From an optimization exercise on the open Yosys and OpenROAD flow, aimed at small area; shortcuts taken in it are not production practice. In this exercise RTL edits were held to simulation tests only and were not proved equivalent to the original.

Design SystolicArray, start of the top module:
module SystolicArray(
  input         clock,
  input  [15:0] io_inAct_0,
  input  [15:0] io_inAct_1,
  input  [15:0] io_inAct_2,
  input  [15:0] io_inAct_3,
  input  [15:0] io_inWeight_0,
  input  [15:0] io_inWeight_1,
  input  [15:0] io_inWeight_2,
  input  [15:0] io_inWeight_3,
  output [39:0] io_outSum_0,
  output [39:0] io_outSum_1,
  output [39:0] io_outSum_2,
  output [39:0] io_outSum_3,
  input         io_inwtValid
);
Size: roughly 11,000 cells after synthesis, ~290 I/O pins, ~0.13 mm2 of cells after synthesis.
export LEC_CHECK = 0
export CAP_MARGIN = 20
export CORE_MARGIN = 2
export CORE_UTILIZATION = 60
export CTS_BUF_LIST = sky130_fd_sc_hd__clkbuf_4
export CTS_CLUSTER_SIZE = 16
export PLACE_DENSITY = 0.7
export SLEW_MARGIN = 20
export SYNTH_HIERARCHICAL = 1
export SYNTH_MINIMUM_KEEP_SIZE = 0
create_clock -name core_clock -period 10.0 [get_ports {clock}]
run.sh (not shown) runs the stock make flow with config.mk's settings and CLKGATE_MAP_FILE= SYNTH_SCRIPT=/design/flow/synth_recipe.tcl, a recipe that flattens the netlist after the stock synthesis.
==> next run, changes <==
Settings changed: CORE_UTILIZATION 60 to 45, CTS_BUF_LIST sky130_fd_sc_hd__clkbuf_4 to not set, CTS_CLUSTER_SIZE 16 to not set, PLACE_DENSITY 0.7 to 0.6.
Result:
- The changed run passed the timing, DRC and antenna checks
- utilization decreases by 16 points
- final cell count grows by a few percent
- cell area rose slightly


build 80:
SystolicArray, a different RTL version from the one above (not shown whole).
Size in the first run: about 1100 flip-flops, roughly 290 I/O pins, roughly 0.13 mm^2 of cells after synthesis.
clock: 10.0 ns
lec_check: 0
cap_margin: 20
core_margin: 2
core_utilization: 60
cts_buf_list: sky130_fd_sc_hd__clkbuf_16
cts_cluster_diameter: 100
cts_cluster_size: 30
place_density: 0.7
slew_margin: 20
synth_hierarchical: 1
synth_minimum_keep_size: 0
standard.sh (not shown) runs the stock make flow with config.mk's settings and CLKGATE_MAP_FILE= SYNTH_SCRIPT=/design/flow/synth_recipe.tcl, a recipe that flattens the netlist after the stock synthesis.
==> flow/flow/run.sh <==
#!/bin/bash
set -euo pipefail
CTS="-sink_clustering_enable -repair_clock_nets -sink_clustering_size 30 -sink_clustering_max_diameter 100"
CTS="$CTS -buf_list sky130_fd_sc_hd__clkbuf_16 -dont_use_dummy_load"
bash standard.sh "BUFFER_PORTS_ARGS=-buffer_cell sky130_fd_sc_hd__buf_1" "CTS_ARGS=$CTS" finish > standard_make.log 2>&1
Build 80 reached the end of the flow, and the finished layout is clean on the timing, DRC and antenna checks.
Input-level comparison between build 87 and build 80:
==> flow/flow/run.sh <==
#!/bin/bash
set -euo pipefail
bash standard.sh "BUFFER_PORTS_ARGS=-buffer_cell sky130_fd_sc_hd__buf_1" finish > standard_make.log 2>&1
==> comparison <==
- The run showing the greater count of clock-buffer cells in the layout is build 87.
diff inputs: build 87 => build 59
Settings: CTS_CLUSTER_SIZE now 16, was 30; CTS_BUF_LIST now sky130_fd_sc_hd__clkbuf_4, was sky130_fd_sc_hd__clkbuf_16; CTS_CLUSTER_DIAMETER no longer set, was 100.
==> flow/run.sh (new file) <==
#!/bin/bash
# synth_recipe.tcl (not shown) runs the flow's synth.tcl, then flattens the netlist and writes it again
# the make line also repeats each setting of config.mk as NAME=value (left out here)
make -C /OpenROAD-flow-scripts/flow DESIGN_CONFIG=/design/flow/config.mk WORK_HOME=/design/flow/orfs CLKGATE_MAP_FILE= SYNTH_SCRIPT=/design/flow/synth_recipe.tcl finish
removed: flow/flow/run.sh
removed: flow/standard.sh
Notes after the runs:
- When the final numbers for build 87 and build 59 were put side by side, the routed via count turned out to be greater in build 59.
- As of build 59, sum of routed wire length over all layers had risen slightly compared to build 87.
- Sort build 87 and build 59 by first-pass GRT wire length, descending, and build 59 comes first.
--- input diff build 59..build 78 ---
Settings: CTS_BUF_LIST now sky130_fd_sc_hd__clkbuf_4 sky130_fd_sc_hd__clkbuf_8, was sky130_fd_sc_hd__clkbuf_4; CAP_MARGIN now 10, was 20; SLEW_MARGIN now 10, was 20; CTS_CLUSTER_SIZE now 24, was 16.
==> comparison <==
Looking at worst setup slack for register-to-register paths across both flows, build 78 is the stronger of the two, with build 59 trailing.
Build 78 was carried through to the last stage, and its layout satisfied the timing, DRC and antenna checks.
Area of the core across build 78 and build 59: no real change.
When the final numbers for build 78 and build 59 were put side by side, the total of fill cells in the finished design turned out to be greater in build 59.
Build 78 vs. build 59: largest clock skew in the final design decreased by 0.031 ns relative to the old numbers; global-route usage closely matched the old numbers; wire length decreased by 0.42% relative to the old numbers; initial DRC count increased by 421 relative to the old numbers; via count of the first global-routing pass decreased by 1338 relative to the old numbers.

-- re-timing with driven ports --
Ports are ideal in the flow. The routed layouts listed here were re-timed in OpenROAD. Step 1 sets driving cells, clkbuf_16 on the clock port and buf_2 on the other inputs (assumed; they add their load-dependent delay and slew). Step 2 times the ports against the registers' clock, not the clock port: input delays grow and output delays shrink by t, the midpoint of the rising clock arrivals with the driver on. a / b / c = no drivers / after step 1 / after step 2; a / b = the first two.
run	t, ns	setup slack, ns	latest minus earliest clock arrival (ns)
the first run of note 1	1.421	1.894 / 1.894 / 1.576	0.165 / 0.165
the second run of note 1	0.924	1.933 / 1.933 / 1.532	0.045 / 0.045
build 80	0.838	1.847 / 1.847 / 1.847	0.091 / 0.092
build 87	0.871	1.850 / 1.850 / 1.850	0.058 / 0.059
build 59	1.416	1.762 / 1.762 / 1.623	0.152 / 0.152
build 78	1.043	1.824 / 1.824 / 1.637	0.086 / 0.086
After both steps setup and hold are still met in every run listed. The setup slack of the second run of note 1, which loses most, moves by 0.000 ns with the drivers and by -0.401 ns with both steps.
